From an optimization exercise on the open Yosys and OpenROAD flow, aimed at a short achievable clock period and few clock cycles; shortcuts taken in it are not production practice.
In this exercise RTL edits were held to simulation tests only and were not proved equivalent to the original.
Power is estimated from default activity; no workload was simulated.

==> design/flow/design.v <==
module cpu(clk,reset,s,load,in,out,N,V,Z,w);
  input clk, reset, s, load;
  input [15:0] in;
  output [15:0] out;
  output N, V, Z, w;
  wire [15:0] instruction_out;
  wire loada,loadb,loads,loadc,write,asel,bsel;
  wire [2:0] status;
  wire [1:0] op, ALUop, shift, vsel;
  wire [2:0] opcode, readnum, writenum, nsel;  
  wire [15:0] sximm5, sximm8; 
  wire [15:0] mdata = 16'b0;
  wire [7:0] PC = 8'b0;
  vDFFE #(16) instruct_reg(clk, load , in, instruction_out);  
  instruct_decoder decoder(   .instruction_out(instruction_out),
			        .nsel(nsel),
				.opcode(opcode),
				.op(op),
				.ALUop(ALUop),
				.sximm5(sximm5),
				.sximm8(sximm8),
				.shift(shift),
				.readnum(readnum),
				.writenum(writenum)
  );
  FSM state_machine(    .clk(clk),
			.reset(reset),
			.s(s),
			.w(w),
			.opcode(opcode),
			.op(op),
			.nsel(nsel),
			.loada(loada),
			.loadb(loadb),
			.loadc(loadc),
			.loads(loads),
			.vsel(vsel),
			.write(write),
			.asel(asel),
			.bsel(bsel)
  );
  datapath DP(          .clk(clk),
			.readnum(readnum),
			.writenum(writenum),
			.write(write),
			.vsel(vsel),
			.loada(loada),
			.loadb(loadb),
			.loadc(loadc),
			.loads(loads),
			.shift(shift),
			.ALUop(ALUop),
			.asel(asel),
			.bsel(bsel),
			.mdata(mdata),
			.status(status),
			.C(out),
			.sximm8(sximm8),
			.sximm5(sximm5),
			.PC(PC)
  );	
  assign N = status[0];
  assign V = status[1]; 
  assign Z = status[2];  
endmodule
module instruct_decoder( instruction_out, 
			 nsel, 
			 opcode,
			 op,
			 ALUop, 
			 sximm5, 
			 sximm8, 
			 shift,
			 readnum,
			 writenum );
  input [15:0] instruction_out;
  input [2:0] nsel;
  output [2:0] opcode;
  output reg [2:0] readnum, writenum;
  output [1:0] shift, ALUop, op;
  output [15:0] sximm5, sximm8;
  wire [2:0] Rn, Rd, Rm;
  wire [4:0] imm5;
  wire [7:0] imm8;
  setval retval(instruction_out,opcode,op,ALUop,imm5,imm8,shift,Rn,Rd,Rm);
  assign sximm5 = imm5[4] ? {11'b11111111111,imm5}:{11'b00000000000,imm5}; 
  assign sximm8 = imm8[7] ? {8'b11111111,imm8}:{8'b00000000,imm8};
  always @(*) 
    case(nsel)
      3'b001: {readnum,writenum} = {Rn,Rn};  
      3'b010: {readnum,writenum} = {Rd,Rd};  
      3'b100: {readnum,writenum} = {Rm,Rm};  
      default: {readnum,writenum} = 6'bx;  
    endcase
endmodule
module setval(instruction_out,opcode,op,ALUop,imm5,imm8,shift,Rn,Rd,Rm);
  input [15:0] instruction_out;
  output reg [2:0] opcode,Rn,Rd,Rm;
  output reg [1:0] op, ALUop, shift;
  output reg [4:0] imm5;
  output reg [7:0] imm8;
  always @(*) begin 
    casex(instruction_out)
	{5'b11010,11'bx}: {opcode,op,ALUop,Rn,imm8,imm5,Rd,shift,Rm} = {instruction_out[15:13],2'b10,2'b0,instruction_out[10:8],instruction_out[7:0],
						5'b0,3'b0,2'b0,3'b0}; 
	{8'b11000000,8'bx}: {opcode,op,ALUop,Rn,imm8,imm5,Rd,shift,Rm} = {instruction_out[15:13],2'b0,2'b0,3'b0,8'b0,5'b0, instruction_out[7:5],
						instruction_out[4:3],instruction_out[2:0]}; 
	{5'b10100,11'bx}: {opcode,op,ALUop,Rn,imm8,imm5,Rd,shift,Rm} = {instruction_out[15:13],2'b0,2'b0,instruction_out[10:8],
						8'b0,5'b0,instruction_out[7:5],instruction_out[4:3],instruction_out[2:0]}; 
	{5'b10101,11'bx}: {opcode,op,ALUop,Rn,imm8,imm5,Rd,shift,Rm} = {instruction_out[15:13],2'b01,2'b01,instruction_out[10:8],
						8'b0,5'b0,3'b0, instruction_out[4:3], instruction_out[2:0]}; 
 	{5'b10110,11'bx}: {opcode,op,ALUop,Rn,imm8,imm5,Rd,shift,Rm} = {instruction_out[15:13],2'b10,2'b10,instruction_out[10:8],
						8'b0,5'b0,instruction_out[7:5],instruction_out[4:3],instruction_out[2:0]}; 
	{5'b10111,11'bx}: {opcode,op,ALUop,Rn,imm8,imm5,Rd,shift,Rm} = {instruction_out[15:13],2'b11,2'b11,3'b0,
						8'b0,5'b0,instruction_out[7:5],instruction_out[4:3],instruction_out[2:0]}; 
	default: {opcode,op,ALUop,Rn,imm8,imm5,Rd,shift,Rm} = {3'bx,2'bx,2'bx,3'bx,8'bx,5'bx,3'bx,2'bx,3'bx};  
    endcase
end
endmodule
module datapath(clk, readnum, vsel, loada, loadb, shift, asel, bsel,
		ALUop, loadc, loads, writenum, write, mdata, 
		status, C, sximm8, PC, sximm5);
  input clk, loada, loadb, loadc, loads, asel, bsel, write;
  input [1:0] vsel;
  input [1:0] shift, ALUop; 
  input [2:0] writenum, readnum;  
  input [15:0] mdata, sximm8, sximm5;
  input [7:0] PC;
  output wire [2:0] status;
  output wire [15:0] C;
  reg [15:0] data_in;
  wire [15:0] muxa, muxb, aout, bout, bout_shift, data_out, ALUout;
  wire [2:0] status_out;
  always @(*)
    case(vsel)
      2'b00: data_in = C;
      2'b01: data_in = {8'b0,PC};
      2'b10: data_in = sximm8;
      2'b11: data_in = mdata;
    endcase
  regfile REGFILE( .clk(clk), 
           		.write(write),
			.writenum(writenum),
			.readnum(readnum),
			.data_in(data_in),
			.data_out(data_out)
  );
  vDFFE #(16) reg_a(clk, loada, data_out, aout);
  vDFFE #(16) reg_b(clk, loadb, data_out, bout); 
  vDFFE #(16) reg_c(clk, loadc, ALUout, C);
  vDFFE #(3) status_block(.clk(clk), .en(loads), .in(status_out), .out(status));
  shifter shift_b(shift, bout, bout_shift);
  assign muxa = asel ? 16'b0:aout;
  assign muxb = bsel ? sximm5:bout_shift;
  alu ALU( .ALUop(ALUop), .Ain(muxa), .Bin(muxb), .out(ALUout), .status(status_out));
endmodule 
module regfile(clk,write,writenum,readnum,data_in,data_out);
  input clk,write;
  input [2:0] writenum, readnum;
  input [15:0] data_in;
  output [15:0] data_out;
  wire [7:0] readout, writeout;
  wire [15:0] R7, R6, R5, R4, R3, R2, R1, R0;
  dec #(3,8) read_num(readnum, readout);
  dec #(3,8) write_num(writenum, writeout);
  vDFFE #(16) write_reg0(clk, (write & writeout[0]), data_in, R0);
  vDFFE #(16) write_reg1(clk, (write & writeout[1]), data_in, R1);
  vDFFE #(16) write_reg2(clk, (write & writeout[2]), data_in, R2);
  vDFFE #(16) write_reg3(clk, (write & writeout[3]), data_in, R3);
  vDFFE #(16) write_reg4(clk, (write & writeout[4]), data_in, R4);
  vDFFE #(16) write_reg5(clk, (write & writeout[5]), data_in, R5);
  vDFFE #(16) write_reg6(clk, (write & writeout[6]), data_in, R6);
  vDFFE #(16) write_reg7(clk, (write & writeout[7]), data_in, R7);
  mux8 #(16) read_mux(R7, R6, R5, R4, R3, R2, R1, R0, readout, data_out);
endmodule
module dec(a,b);
  parameter n = 2;
  parameter m = 4;
  input [n-1:0] a;
  output [m-1:0] b;
  wire[m-1:0] b = 1<<a;
endmodule 
module vDFFE(clk,en,in,out);
  parameter n = 3;
  input clk, en;
  input [n-1:0] in;
  output reg [n-1:0] out;
  wire [n-1:0] nextout;
  assign nextout = en ? in:out;
  always @(posedge clk)
    out <= nextout;
  endmodule 
module mux8(r7, r6, r5, r4, r3, r2, r1, r0, s, b);
  parameter k = 1;
  input [k-1:0] r7, r6, r5, r4, r3, r2, r1, r0;
  input [7:0] s;
  output [k-1:0] b;
  wire [k-1:0] b = ({k{s[0]}} & r0) |
		   ({k{s[1]}} & r1) |    
		   ({k{s[2]}} & r2) |
		   ({k{s[3]}} & r3) | 
		   ({k{s[4]}} & r4) |
		   ({k{s[5]}} & r5) |
		   ({k{s[6]}} & r6) |
		   ({k{s[7]}} & r7) ;
endmodule
module shifter(shift,bin,out);
input [15:0] bin;
input [1:0] shift;
output reg [15:0] out;  
  always @(*) begin
    case(shift) 
      2'b01: out = bin << 1;  
      2'b10: out = bin >> 1;  
      2'b11: out = $signed(bin) >>> 1;  
      default: out = bin;  
    endcase 
  end 
endmodule 
module alu(ALUop,Ain,Bin,out,status);
  input [1:0] ALUop; 
  input [15:0] Ain, Bin;
  output reg [15:0] out;
  output [2:0] status;
  wire ovf;
  wire [15:0] sout;
  Addsub #(16) a(Ain, Bin, 1'b1, sout, ovf);
  assign status[2] = ((out == 16'b0) ? 1'b1:1'b0);  
  assign status[1] = ovf;  
  assign status[0] = out[15];  
  always @(*) begin
    case (ALUop)
      2'b00: out = Ain + Bin;
      2'b01: out = Ain - Bin; 
      2'b10: out = Ain & Bin;
      2'b11: out = ~Bin;
      default: out = 16'bx;
    endcase	
  end
endmodule
module Addsub(a,b,sub,s,ovf);
  parameter n = 8;
  input [n-1:0] a, b;  
  input sub ;  
  output [n-1:0] s;
  output ovf;   
  wire c1, c2;
  assign ovf = c1 ^ c2;  
  Adder1 #(n-1) ai(a[n-2:0],b[n-2:0]^{n-1{sub}},sub,c1,s[n-2:0]);
  Adder1 #(1) as(a[n-1],b[n-1]^sub,c1,c2,s[n-1]);
endmodule 
module Adder1(a,b,cin,cout,s);
  parameter n = 8;
  input [n-1:0] a, b;
  input cin ;
  output [n-1:0] s;
  output cout;
  assign {cout, s} = a + b + cin;
endmodule
module FSM(clk, reset, s, w, opcode, op, nsel,loada,loadb,loadc,vsel,write,loads,asel,bsel);
  input clk, reset, s;
  input [2:0] opcode;
  input [1:0] op;
  output w;
  output reg [2:0] nsel;
  output reg loada,loadb,loadc,loads,write,asel,bsel;
  output reg [1:0] vsel;
  wire [2:0] state;
  reg load_s;
  reg [2:0] next_state;
  assign w = load_s ? 1'b0:1'b1;  
  assign state =  reset ? 3'b000:next_state;
  always @(posedge clk) begin
    casex({reset,w,s,opcode,op,state})
	11'b1xxxxxxxxxx: {load_s, nsel, next_state,loada,loadb,loadc,vsel,write,loads,asel,bsel} 
				<= {1'b0,3'b000,3'b000,1'b0,1'b0,1'b0,2'b00,1'b0,1'b0,1'b0,1'b0};  
	{8'bx10xxxxx,3'b000}: {load_s,nsel,next_state,loada,loadb,loadc,vsel,write,loads,asel,bsel}
				<= {1'b0,3'b000,3'b000,1'b0,1'b0,1'b0,2'b00,1'b0,1'b0,1'b0,1'b0};  
	{8'bx1111010,3'b000}: {load_s, nsel, next_state,loada,loadb,loadc,vsel,write,loads,asel,bsel} 
				<= {1'b1,3'b001,3'b001,1'b0,1'b0,1'b0,2'b10,1'b1,1'b0,1'b0,1'b0};  
	{8'b00x11010,3'b001}: {load_s, nsel, next_state,loada,loadb,loadc,vsel,write,loads,asel,bsel} 
				<= {1'b0,3'b000,3'b000,1'b0,1'b0,1'b0,2'b00,1'b0,1'b0,1'b0,1'b0};  
        {8'b01111000,3'b000}: {load_s, nsel, next_state,loada,loadb,loadc,vsel,write,loads,asel,bsel} 
				<= {1'b1,3'b100,3'b001,1'b0,1'b1,1'b0,2'b10,1'b0,1'b0,1'b0,1'b0};  
	{8'b00x11000,3'b001}: {load_s,nsel,next_state,loada,loadb,loadc,vsel,write,loads,asel,bsel}
				<= {1'b1,3'b000,3'b010,1'b0,1'b0,1'b1,2'b00,1'b0,1'b0,1'b1,1'b0};  
	{8'b00x11000,3'b010}: {load_s,nsel,next_state,loada,loadb,loadc,vsel,write,loads,asel,bsel}
				<= {1'b1,3'b010,3'b011,1'b0,1'b0,1'b0,2'b00,1'b1,1'b0,1'b0,1'b0};  
	{8'b00x11000,3'b011}: {load_s,nsel,next_state,loada,loadb,loadc,vsel,write,loads,asel,bsel}
				<= {1'b0,3'b000,3'b000,1'b0,1'b0,1'b0,2'b00,1'b0,1'b0,1'b0,1'b0};  
	{8'b01110100,3'b000}: {load_s,nsel,next_state,loada,loadb,loadc,vsel,write,loads,asel,bsel}
				<= {1'b1,3'b001,3'b001,1'b1,1'b0,1'b0,2'b10,1'b0,1'b0,1'b0,1'b0};  
	{8'b00x10100,3'b001}: {load_s,nsel,next_state,loada,loadb,loadc,vsel,write,loads,asel,bsel}
				<= {1'b1,3'b100,3'b010,1'b0,1'b1,1'b0,2'b10,1'b0,1'b0,1'b0,1'b0};  
	{8'b00x10100,3'b010}: {load_s,nsel,next_state,loada,loadb,loadc,vsel,write,loads,asel,bsel}
				<= {1'b1,3'b000,3'b011,1'b0,1'b0,1'b1,2'b00,1'b0,1'b0,1'b0,1'b0};  
	{8'b00x10100,3'b011}: {load_s,nsel,next_state,loada,loadb,loadc,vsel,write,loads,asel,bsel}
				<= {1'b1,3'b010,3'b100,1'b0,1'b0,1'b0,2'b00,1'b1,1'b0,1'b0,1'b0};  
	{8'b00x10100,3'b100}: {load_s,nsel,next_state,loada,loadb,loadc,vsel,write,loads,asel,bsel}
				<= {1'b0,3'b000,3'b000,1'b0,1'b0,1'b0,2'b00,1'b0,1'b0,1'b0,1'b0};  
	{8'b01110101,3'b000}: {load_s,nsel,next_state,loada,loadb,loadc,vsel,write,loads,asel,bsel}
				<= {1'b1,3'b001,3'b001,1'b1,1'b0,1'b0,2'b10,1'b0,1'b0,1'b0,1'b0};  
	{8'b00x10101,3'b001}: {load_s,nsel,next_state,loada,loadb,loadc,vsel,write,loads,asel,bsel}
				<= {1'b1,3'b100,3'b010,1'b0,1'b1,1'b0,2'b10,1'b0,1'b0,1'b0,1'b0};  
	{8'b00x10101,3'b010}: {load_s,nsel,next_state,loada,loadb,loadc,vsel,write,loads,asel,bsel}
				<= {1'b1,3'b000,3'b011,1'b0,1'b0,1'b0,2'b00,1'b0,1'b1,1'b0,1'b0};  
   	{8'b00x10101,3'b011}: {load_s,nsel,next_state,loada,loadb,loadc,vsel,write,loads,asel,bsel}
				<= {1'b0,3'b000,3'b000,1'b0,1'b0,1'b0,2'b00,1'b0,1'b0,1'b0,1'b0};  
	{8'b01110110,3'b000}: {load_s,nsel,next_state,loada,loadb,loadc,vsel,write,loads,asel,bsel}
				<= {1'b1,3'b001,3'b001,1'b1,1'b0,1'b0,2'b10,1'b0,1'b0,1'b0,1'b0};  
	{8'b00x10110,3'b001}: {load_s,nsel,next_state,loada,loadb,loadc,vsel,write,loads,asel,bsel}
				<= {1'b1,3'b100,3'b010,1'b0,1'b1,1'b0,2'b10,1'b0,1'b0,1'b0,1'b0};  
	{8'b00x10110,3'b010}: {load_s,nsel,next_state,loada,loadb,loadc,vsel,write,loads,asel,bsel}
				<= {1'b1,3'b000,3'b011,1'b0,1'b0,1'b1,2'b00,1'b0,1'b0,1'b0,1'b0};  
	{8'b00x10110,3'b011}: {load_s,nsel,next_state,loada,loadb,loadc,vsel,write,loads,asel,bsel}
				<= {1'b1,3'b010,3'b100,1'b0,1'b0,1'b0,2'b00,1'b1,1'b0,1'b0,1'b0};  
	{8'b00x10110,3'b100}: {load_s,nsel,next_state,loada,loadb,loadc,vsel,write,loads,asel,bsel}
				<= {1'b0,3'b000,3'b000,1'b0,1'b0,1'b0,2'b00,1'b0,1'b0,1'b0,1'b0};  
	{8'b01110111,3'b000}: {load_s,nsel,next_state,loada,loadb,loadc,vsel,write,loads,asel,bsel}
				<= {1'b1,3'b100,3'b001,1'b0,1'b1,1'b0,2'b10,1'b0,1'b0,1'b1,1'b0};  
	{8'b00x10111,3'b001}: {load_s,nsel,next_state,loada,loadb,loadc,vsel,write,loads,asel,bsel}
				<= {1'b1,3'b000,3'b010,1'b0,1'b0,1'b1,2'b00,1'b0,1'b0,1'b1,1'b0};  
	{8'b00x10111,3'b010}: {load_s,nsel,next_state,loada,loadb,loadc,vsel,write,loads,asel,bsel}
				<= {1'b1,3'b010,3'b011,1'b0,1'b0,1'b0,2'b00,1'b1,1'b0,1'b0,1'b0};  
	{8'b00x10111,3'b011}: {load_s,nsel,next_state,loada,loadb,loadc,vsel,write,loads,asel,bsel}
				<= {1'b0,3'b000,3'b000,1'b0,1'b0,1'b0,2'b00,1'b0,1'b0,1'b0,1'b0};  
	default: {load_s,nsel,next_state,loada,loadb,loadc,vsel,write,loads,asel,bsel}
				<= {1'b0,3'b000,3'b000,1'b0,1'b0,1'b0,2'b00,1'b0,1'b0,1'b0,1'b0};  
   endcase
  end
endmodule 
==> design/flow/run.sh <==
#!/bin/bash
# synth_recipe.tcl (not shown) runs the flow's synth.tcl, then flattens the netlist and writes it again
# the make line also repeats each setting of config.mk as NAME=value (left out here)
make -C /OpenROAD-flow-scripts/flow DESIGN_CONFIG=/design/flow/config.mk WORK_HOME=/design/flow/orfs CLKGATE_MAP_FILE= SYNTH_SCRIPT=/design/flow/synth_recipe.tcl finish
==> design/flow/config.mk <==
export PLATFORM = sky130hd
export DESIGN_NAME = cpu
export DESIGN_NICKNAME = cpu
export VERILOG_FILES = /design/flow/design.v
export SDC_FILE = /design/flow/constraint.sdc
export NUM_CORES = 4
export LEC_CHECK = 0
export CAP_MARGIN = 20
export CORE_MARGIN = 2
export CORE_UTILIZATION = 40
export SLEW_MARGIN = 20
==> design/flow/constraint.sdc <==
create_clock -name core_clock -period 7.0 [get_ports {clk}]
set_input_delay 1.4000 -clock core_clock [delete_from_list [all_inputs] [get_ports {clk}]]
set_output_delay 1.4000 -clock core_clock [all_outputs]
set_load 0.01 [all_outputs]
==> impl_metrics.py, run 1 <==
metrics = {
    "floorplanning": {
        "die_w_um": 166,
        "num_rows": 59,
        "fp.coreArea_um2": 25900,
        "dieArea_um2": 27600,
        "ioPinCount": 40,
        "die_h_um": 166,
        "start_util_pct": 40.6,
    },
    "grt": {
        "grt_pass1_vias": 7068,
        "grt_max_degree": 35,
        "grt_pass1_wl_um": 42000,
        "gr-usage-all-layers_pct": 19.7,
        "grt_antenna_before_repair": 0,
        "grt-ovfl-total": 0,
    },
    "sta": {
        "finalSetupTns_ns": 0,
        "setup_viol": 0,
        "rsz0062_at_grt": "no",
        "report.final.hold_viol_count": 0,
        "worstMarginPinSlew_ns": 1.05,
        "fmax_ghz": 0.179,
        "max-slew-margin-rel_pct": 29.1,
        "period_minus_slack_ns": 5.58,
        "fin_worst_skew_ns": 0.0100,
        "period_share_pct": 79.8,
        "slew_viol_final": 0,
    },
    "cells_and_area": {
        "antenna_cells": 0,
        "final_common_cell": "edfxtp_1",
        "drive_gt1_share_pct": 7.95,
        "final_net_count": 981,
        "fin_cells": 1266,
        "layout_common_cells": "edfxtp_1 (195), o21ai_0 (55), nand2_1 (54)",
        "areaGrowthSynthToFinish_pct": 14.4,
    },
    "pwr": {
        "vdd_drop_max_mv": 0.211,
        "power_density_nw_per_um2": 246,
        "power_leakage_nw": 4.28,
    },
    "logic_synthesis": {
        "avgSynthCellArea_um2": 11.9,
        "synthMuxAreaShare_pct": 2.36,
        "synth_flop_cell": "edfxtp_1",
        "synthesis.nets": 948,
        "yosys.area.top_type": "edfxtp_1",
        "synth_edf_count": 195,
        "synthXorXnorAreaFrac_pct": 2.16,
        "synth_compound_area_share_pct": 16.0,
        "ys_seq_elements": 208,
        "synth_top_area_share_pct": 55.7,
        "synthArstFlopShare_pct": 0,
        "yosys.area_share.simple_pct": 12.4,
        "yosys-top-cells-area": "edfxtp_1 (56%), ha_1 (5.5%), o21ai_0 (2.6%)",
        "synth.distinct_cells": 76,
        "synth_fa_ha_area_share_pct": 5.67,
        "yosysSeqAreaShare_pct": 58.2,
        "synth_warnings": 8,
        "synth_top_family_by_area": "compound AO/OA/AOI/OAI gates",
        "synthCells": 881,
        "mappedNetlistArea_um2": 10500,
    },
    "setup_path": {
        "worst_setup_path_end_kind": "register",
        "critPathMaxStageDelay_ns": 1.04,
        "cp.depth": 17,
        "crit_path_max_fanout": 34,
        "start_kind": "register",
        "arrival_ns": 5.92,
        "cpMaxStageDelayCell": "edfxtp_1",
        "path_buf_inv": 1,
        "crit_type": "register to register",
        "crit_chain": "inv_1, nor2_1, a22oi_1, ha_1, nand2_1, o21ai_0, fa_1, nor2b_1, o21ai_0, nor2b_1, xnor2_1, a2111oi_0, o221ai_1, nand4bb_1, nor4_1, nand4b_1, a211oi_1",
        "cp.required_ns": 7.34,
        "path_delay_family": "simple AND/OR/NAND/NOR gates",
        "worstRegToRegCells": 17,
    },
    "cts": {
        "htreeDepth": 1,
        "clock_sinks": 208,
        "clk_path_buf_depth": 3,
        "post-cts-setup-buffers": 0,
        "cts_made_buffers": 23,
        "cts_tree": "built",
        "cts_root_buffer": "clkbuf_16",
        "cts_hold_buf": 0,
        "clk_latency_ns": 0.52,
        "clk_pin_slew_ns": 0.06,
        "cts_resized": 0,
    },
    "drt": {
        "drt-total-wl_um": 27400,
        "drt_iter0_drc": 695,
        "drc": 0,
        "routedWlPerCell_um": 21.7,
        "dr.pass1.iters": 5,
        "avgViaCountPerCell": 5.69,
        "ant_nets": 0,
        "via_count": 7198,
    },
    "placement": {
        "placedCellCount": 1224,
        "dp_hpwl_um": 19600,
        "portBuffers": 39,
        "place_congestion": 0.865,
    },
    "flow_run": {
        "max_cap_viol_count": 0,
    },
    "run_status": {
        "status": "timing/DRC/antenna clean",
    },
    "min_path": {
        "min_path_cells": 2,
        "hp-class": "register to register",
    },
}
[layer usage]
layer / wire, µm / up-vias / track usage [%] / part of all wire [%]
met5: 0 / - / 0 / 0
met4: 728 / 0 / 5.22 / 2.7
met3: 1300 / 47 / 2.45 / 4.7
met2: 12800 / 202 / 32.3 / 47
met1: 12500 / 3538 / 27.7 / 46
li1: - / 3411 / - / -
[report_power, final]
group	leakage (nW)	internal [mW]	switching [mW]
sequential	1.87	1.37	0.0191
clock	0.385	0.750	0.492
combinational	2.02	0.124	0.193
[cell type report]
class                           instances  area (µm²)
Fill cell                            2375       13900
Sequential cell                       208        6120
Multi-Input combinational cell        585        4070
Clock buffer                           23         576
Timing Repair Buffer                   47         450
Tap cell                              335         419
Clock inverter                         19         208
Inverter                               49         184
[cell usage after synthesis (all sizes together), types with 10 or more instances]
library cell and number:
o21ai 58, o21a 12, nand2b 11, clkbuf 26, dfxtp 13, nor2 51
buf 13, xnor2 20, a22oi 31, mux2i 18, inv 49, a21oi 46
and2 10, ha 46, and3 14, nor2b 29, nand2 54, o221ai 10
edfxtp 195, nand3 28
[sequential cells by signal, indices dropped and copies added (netlist names), 2 cells and up]
register	count
DP.reg_b.out	16
DP.reg_c.out	16
DP.REGFILE.write_reg7.out	16
state_machine.nsel	2
DP.REGFILE.write_reg6.out	16
DP.REGFILE.write_reg1.out	16
DP.REGFILE.write_reg0.out	16
DP.reg_a.out	16
instruct_reg.out	16
DP.REGFILE.write_reg4.out	16
DP.status_block.out	3
DP.REGFILE.write_reg3.out	16
DP.REGFILE.write_reg5.out	16
state_machine.next_state	3
DP.REGFILE.write_reg2.out	16
[stage by stage]
| stage | hold WS [ns] | total power [mW] | area (µm²) | setup WS, ns | util [%] |
|---|---|---|---|---|---|
| 6_report | 0.510 | 2.95 | 12000 | 1.42 | 46.4 |
| 5_1_grt | 0.536 | 3.05 | 12000 | 0.986 | 46.4 |
| 4_1_cts | 0.498 | 2.97 | 12000 | 1.47 | 46.4 |
| 3_5_place_dp | 0.489 | 1.73 | 11200 | 1.51 | 43.4 |
| 3_3_place_gp | 0.486 | 1.73 | 11200 | 1.65 | 43.4 |
| 2_1_floorplan | 0.453 | 1.63 | 10500 | 2.42 | - |
[worst register-to-register path, delay by kind of cell, from the launching register on]
kind                     cells  cell delay, ns
adder cells (fa/ha/maj)      2            0.82
XOR/XNOR                     1            0.15
AND/OR/NAND/NOR              7            1.71
buffers and inverters        1            0.33
AO/OA/AOI/OAI                6            1.37
flip-flops                   1            1.04
[cell families after synthesis]
kind of cell	after synthesis
adder cells (fa/ha/maj)	47
multiplexers	24
buffers and inverters	88
AND/OR/NAND/NOR	249
XOR/XNOR	25
flip-flops	208
AO/OA/AOI/OAI	240
[final timing paths]
path	start	to	slack (ns)
setup / recovery	instruct_reg.out[4]	DP.status_block.out[2]	1.42
hold / removal	state_machine.next_state[0]	state_machine.next_state[2]	0.51
setup reg to reg	instruct_reg.out[4]	DP.status_block.out[2]	1.42
hold reg to reg	state_machine.next_state[0]	state_machine.next_state[2]	0.51
Testbench counts, summed over its fixed seeds: cycles 61,093.
==> run 2, diff against run 1 <==
==> design/flow/design.v (replaced) <==
module cpu(clk,reset,s,load,in,out,N,V,Z,w);
  input clk, reset, s, load;
  input [15:0] in;
  output [15:0] out;
  output N, V, Z, w;
  reg [7:0] asel;    
  reg [7:0] bsel0;   
  reg [7:0] bsel1;   
  reg [7:0] bselr;   
  reg [7:0] bsel15;  
  reg [7:0] wsel;    
  reg       o_movi, o_mov, o_add, o_cmp, o_and, o_mvn, o_wc;
  reg [7:0] imm;
  reg [127:0] R;     
  reg [15:0] C;
  reg        Nr, Vr, Zr, wr;
  wire [4:0] opc = in[15:11];
  wire [2:0] rn = in[10:8], rd = in[7:5], rm = in[2:0];
  wire [1:0] sh = in[4:3];
  wire d_movi = opc == 5'b11010;
  wire d_mov  = opc == 5'b11000;
  wire d_add  = opc == 5'b10100;
  wire d_cmp  = opc == 5'b10101;
  wire d_and  = opc == 5'b10110;
  wire d_mvn  = opc == 5'b10111;
  wire d_wrd  = d_mov | d_add | d_and | d_mvn;
  integer j;
  always @(posedge clk) begin
    if (load) begin
      for (j = 0; j < 8; j = j + 1) begin
        asel[j]   <= rn == j;
        bsel0[j]  <= rm == j && sh == 2'b00;
        bsel1[j]  <= rm == j && sh == 2'b01;
        bselr[j]  <= rm == j && sh[1];
        bsel15[j] <= rm == j && (sh == 2'b00 || sh == 2'b11);
        wsel[j]   <= (d_movi && rn == j) || (d_wrd && rd == j);
      end
      o_movi <= d_movi;
      o_mov  <= d_mov;
      o_add  <= d_add;
      o_cmp  <= d_cmp;
      o_and  <= d_and;
      o_mvn  <= d_mvn;
      o_wc   <= d_wrd;
      imm    <= in[7:0];
    end
  end
  reg [15:0] A, B;
  integer k;
  always @(*) begin
    A = 16'b0;
    B = 16'b0;
    for (k = 0; k < 8; k = k + 1) begin
      A = A | ({16{asel[k]}} & R[16*k +: 16]);
      B = B | ({16{bsel1[k]}} & {R[16*k +: 15], 1'b0})
            | ({16{bselr[k]}} & {1'b0, R[16*k+1 +: 15]})
            | ({bsel15[k], {15{bsel0[k]}}} & R[16*k +: 16]);
    end
  end
  wire [15:0] sum  = A + B;
  wire [15:0] diff = A - B;
  wire [15:0] res  = ({16{o_add}} & sum)
                   | ({16{o_and}} & (A & B))
                   | ({16{o_mov}} & B)
                   | ({16{o_mvn}} & ~B)
                   | ({16{o_movi}} & {{8{imm[7]}}, imm});
  integer i;
  always @(posedge clk) begin
    for (i = 0; i < 8; i = i + 1)
      if (s && wsel[i]) R[16*i +: 16] <= res;
    if (s && o_wc) C <= res;
    if (s && o_cmp) begin
      Nr <= diff[15];
      Vr <= (A[15] ^ B[15]) & (diff[15] ^ A[15]);
      Zr <= A == B;
    end
    if (reset) wr <= 1'b1;
  end
  assign out = C;
  assign N = Nr;
  assign V = Vr;
  assign Z = Zr;
  assign w = wr;
endmodule
==> impl_metrics.py, run 2 <==
metrics = {
    "run_status": {
        "status": "timing/DRC/antenna clean",
    },
    "logic_synthesis": {
        "yosysMostFrequentCell": "a22oi_1",
        "synth_common_cells": "a22oi_1 (236), edfxtp_1 (210), nand4_1 (63)",
        "synth_flop_cell": "edfxtp_1",
        "synthesis.nets": 960,
        "yosysSeqAreaShare_pct": 57.6,
        "avgSynthCellArea_um2": 12.1,
        "synth_top_area_share_pct": 57.6,
        "synthCells": 906,
        "synth_warnings": 1,
        "synth.distinct_cells": 53,
        "yosys.area.top_type": "edfxtp_1",
        "ys_seq_elements": 210,
        "mappedNetlistArea_um2": 10900,
        "synthArstFlopShare_pct": 0,
        "yosys-top-cells-area": "edfxtp_1 (58%), a22oi_1 (16%), ha_1 (3.8%)",
        "synth_edf_count": 210,
    },
    "sta": {
        "finalSetupTns_ns": 0,
        "fin_worst_skew_ns": 0.0136,
        "period_minus_slack_ns": 4.78,
        "setup_viol": 0,
        "report.final.hold_viol_count": 0,
        "max-slew-margin-rel_pct": 22.5,
        "period_share_pct": 68.3,
        "fmax_ghz": 0.209,
        "rsz0062_at_grt": "no",
        "worstMarginPinSlew_ns": 1.16,
        "slew_viol_final": 0,
    },
    "min_path": {
        "min_to": "Vr",
        "min_path_cells": 1,
        "min_from": "o_cmp",
        "hp-class": "register to register",
    },
    "floorplanning": {
        "num_rows": 60,
        "ioPinCount": 40,
        "start_util_pct": 40.7,
        "fp.coreArea_um2": 26900,
        "die_w_um": 169,
        "dieArea_um2": 28700,
        "die_h_um": 169,
    },
    "cts": {
        "clock_sinks": 210,
        "clk_path_buf_depth": 3,
        "clk_pin_slew_ns": 0.06,
        "cts_tree": "built",
        "cts_hold_buf": 0,
        "htreeDepth": 1,
        "post-cts-setup-buffers": 0,
        "cts_root_buffer": "clkbuf_16",
        "cts_resized": 0,
        "cts_made_buffers": 24,
        "clk_latency_ns": 0.54,
    },
    "grt": {
        "grt_pass1_vias": 9067,
        "grt_pass1_wl_um": 58100,
        "grt_antenna_before_repair": 0,
        "grt-ovfl-total": 0,
        "gr-usage-all-layers_pct": 27.0,
        "grt_max_degree": 64,
    },
    "drt": {
        "drc": 0,
        "ant_nets": 0,
        "avgViaCountPerCell": 7.19,
        "via_count": 9286,
        "drt_iter0_drc": 1931,
        "routedWlPerCell_um": 30.4,
        "dr.pass1.iters": 12,
        "drt-total-wl_um": 39300,
    },
    "flow_run": {
        "max_cap_viol_count": 0,
    },
    "setup_path": {
        "reg2reg_slack_ns": 2.22,
        "crit_type": "register to register",
        "cp.required_ns": 7.21,
        "worstRegToRegCells": 11,
        "arrival_ns": 4.99,
        "worstReg2RegStart": "bselr[7]",
        "start_kind": "register",
        "worst_r2r_endpoint": "R[78]",
        "worst_setup_path_end_kind": "register",
        "crit_path_max_fanout": 15,
    },
    "placement": {
        "place_congestion": 0.941,
        "portBuffers": 37,
        "placedCellCount": 1248,
        "dp_hpwl_um": 24500,
    },
    "pwr": {
        "vdd_drop_max_mv": 0.162,
        "power_leakage_nw": 3.89,
        "power_density_nw_per_um2": 246,
    },
    "cells_and_area": {
        "largest_register": "R",
        "fin_cells": 1292,
        "top_regs": "R: 128 flops, C: 16 flops",
        "antenna_cells": 0,
        "layout_common_cells": "a22oi_1 (236), edfxtp_1 (210), nand4_1 (63)",
        "drive_gt1_share_pct": 6.83,
        "final_common_cell": "a22oi_1",
        "n_fill_cell": 2468,
        "areaGrowthSynthToFinish_pct": 13.8,
        "final_net_count": 987,
        "largest_reg_flops": 128,
    },
}
run 2: cell types whose count changed in the layout (fill, tap and decap cells not counted), sizes merged, moves of 15 or more:
cell    before  now
edfxtp     195  210
a22oi       31  236
nor2b       29    5
o21ai       58    6
nand3       28    9
inv         50   25
nand2       54   35
a21oi       46   19
nand4        4   63
nor3         9   32
run 2: cells by family (layout without fill, tap and decap cells):
group / count (synthesis) / count (layout) / share of synthesized area [%]
adder cells (fa/ha/maj): 34 / 34 / 3.96
XOR/XNOR: 13 / 13 / 1.04
multiplexers: 13 / 13 / 1.20
buffers and inverters: 81 / 126 / 2.83
flip-flops: 210 / 210 / 57.6
other: 1 / 1 / 0.0343
AND/OR/NAND/NOR: 233 / 233 / 11.4
AO/OA/AOI/OAI: 321 / 321 / 21.9
run 2: final cells by class:
class                           instances  area (µm²)  share of cell area [%]
Sequential cell                       210        6310                    50.7
Multi-Input combinational cell        615        4330                    34.8
Clock buffer                           29         619                    4.98
Timing Repair Buffer                   58         523                    4.20
Tap cell                              341         427                    3.43
Clock inverter                         15         153                    1.23
Inverter                               24        90.1                   0.724
run 2: stage by stage:
step                hold WS (ns)  power (mW)  utilization [%]  area, µm²  worst slack [ns]
finish                     0.700        3.06             46.3      12400              2.22
CTS                        0.722        3.05             46.3      12400              2.35
global placement           0.707        1.82             43.4      11700              2.35
floorplan                  0.594        1.68                -      10900              3.17
global route               0.758        3.13             46.3      12400              1.97
detailed placement         0.711        1.82             43.4      11700              2.38
run 2: routing by layer:
| layer | global-route usage, % | share of wire, % |
|---|---|---|
| met5 | 0 | 0 |
| met1 | 35.7 | 37 |
| met2 | 40.7 | 43 |
| met3 | 7.14 | 13 |
| met4 | 14.8 | 7.3 |
run 2: where the power goes:
group | switching, mW | internal (mW) | leakage [nW]
sequential | 0.101 | 1.45 | 1.74
clock | 0.531 | 0.711 | 0.370
combinational | 0.167 | 0.103 | 1.78
total | 0.799 | 2.26 | 3.89
run 2: worst max-delay path by stage:
stage,start,endpoint,slack (ns),depth (start not counted)
after floorplan,bsel0[1],C[14],3.17,13
after global placement,bsel0[4],R[110],2.35,11
after detailed placement,bselr[7],R[14],2.38,11
after CTS,bselr[7],R[46],2.35,11
after global routing,bsel0[4],R[78],1.97,11
final,bselr[7],R[78],2.22,11
run 2: worst max-delay path: stages (launching register included):
cell	delay (ns)
edfxtp_1	0.75
a22o_1	0.34
a221oi_1	0.23
nand4_1	0.38
ha_1	0.41
fa_1	0.47
a21o_1	0.19
nand4_1	0.09
nand3_1	0.17
o21ai_0	0.59
nor3_1	0.12
or4_1	0.72
Testbench counts of run 2, summed over its fixed seeds: cycles 24,128.

[re-timing with driven ports]
In the flow no input, the clock included, has a driving cell. The finished layouts below were timed again as built, in two steps.
Step 1: set_driving_cell puts a clkbuf_16 on clk and a buf_2 on each other input, an assumption about the parent block.
Step 2 times the ports against the registers' clock, not the clock port: input delays grow and output delays shrink by t, the midpoint of the rising clock arrivals with the driver on.
a / b / c = ideal / step 1 / step 2; a / b = the first two.
run	t (ns)	setup WS [ns]	worst setup path after step 2
run 1	0.566	1.417 / 1.417 / 1.417	register to register
run 2	0.579	2.221 / 2.221 / 2.221	register to register
After both steps setup and hold are still met in every run listed.
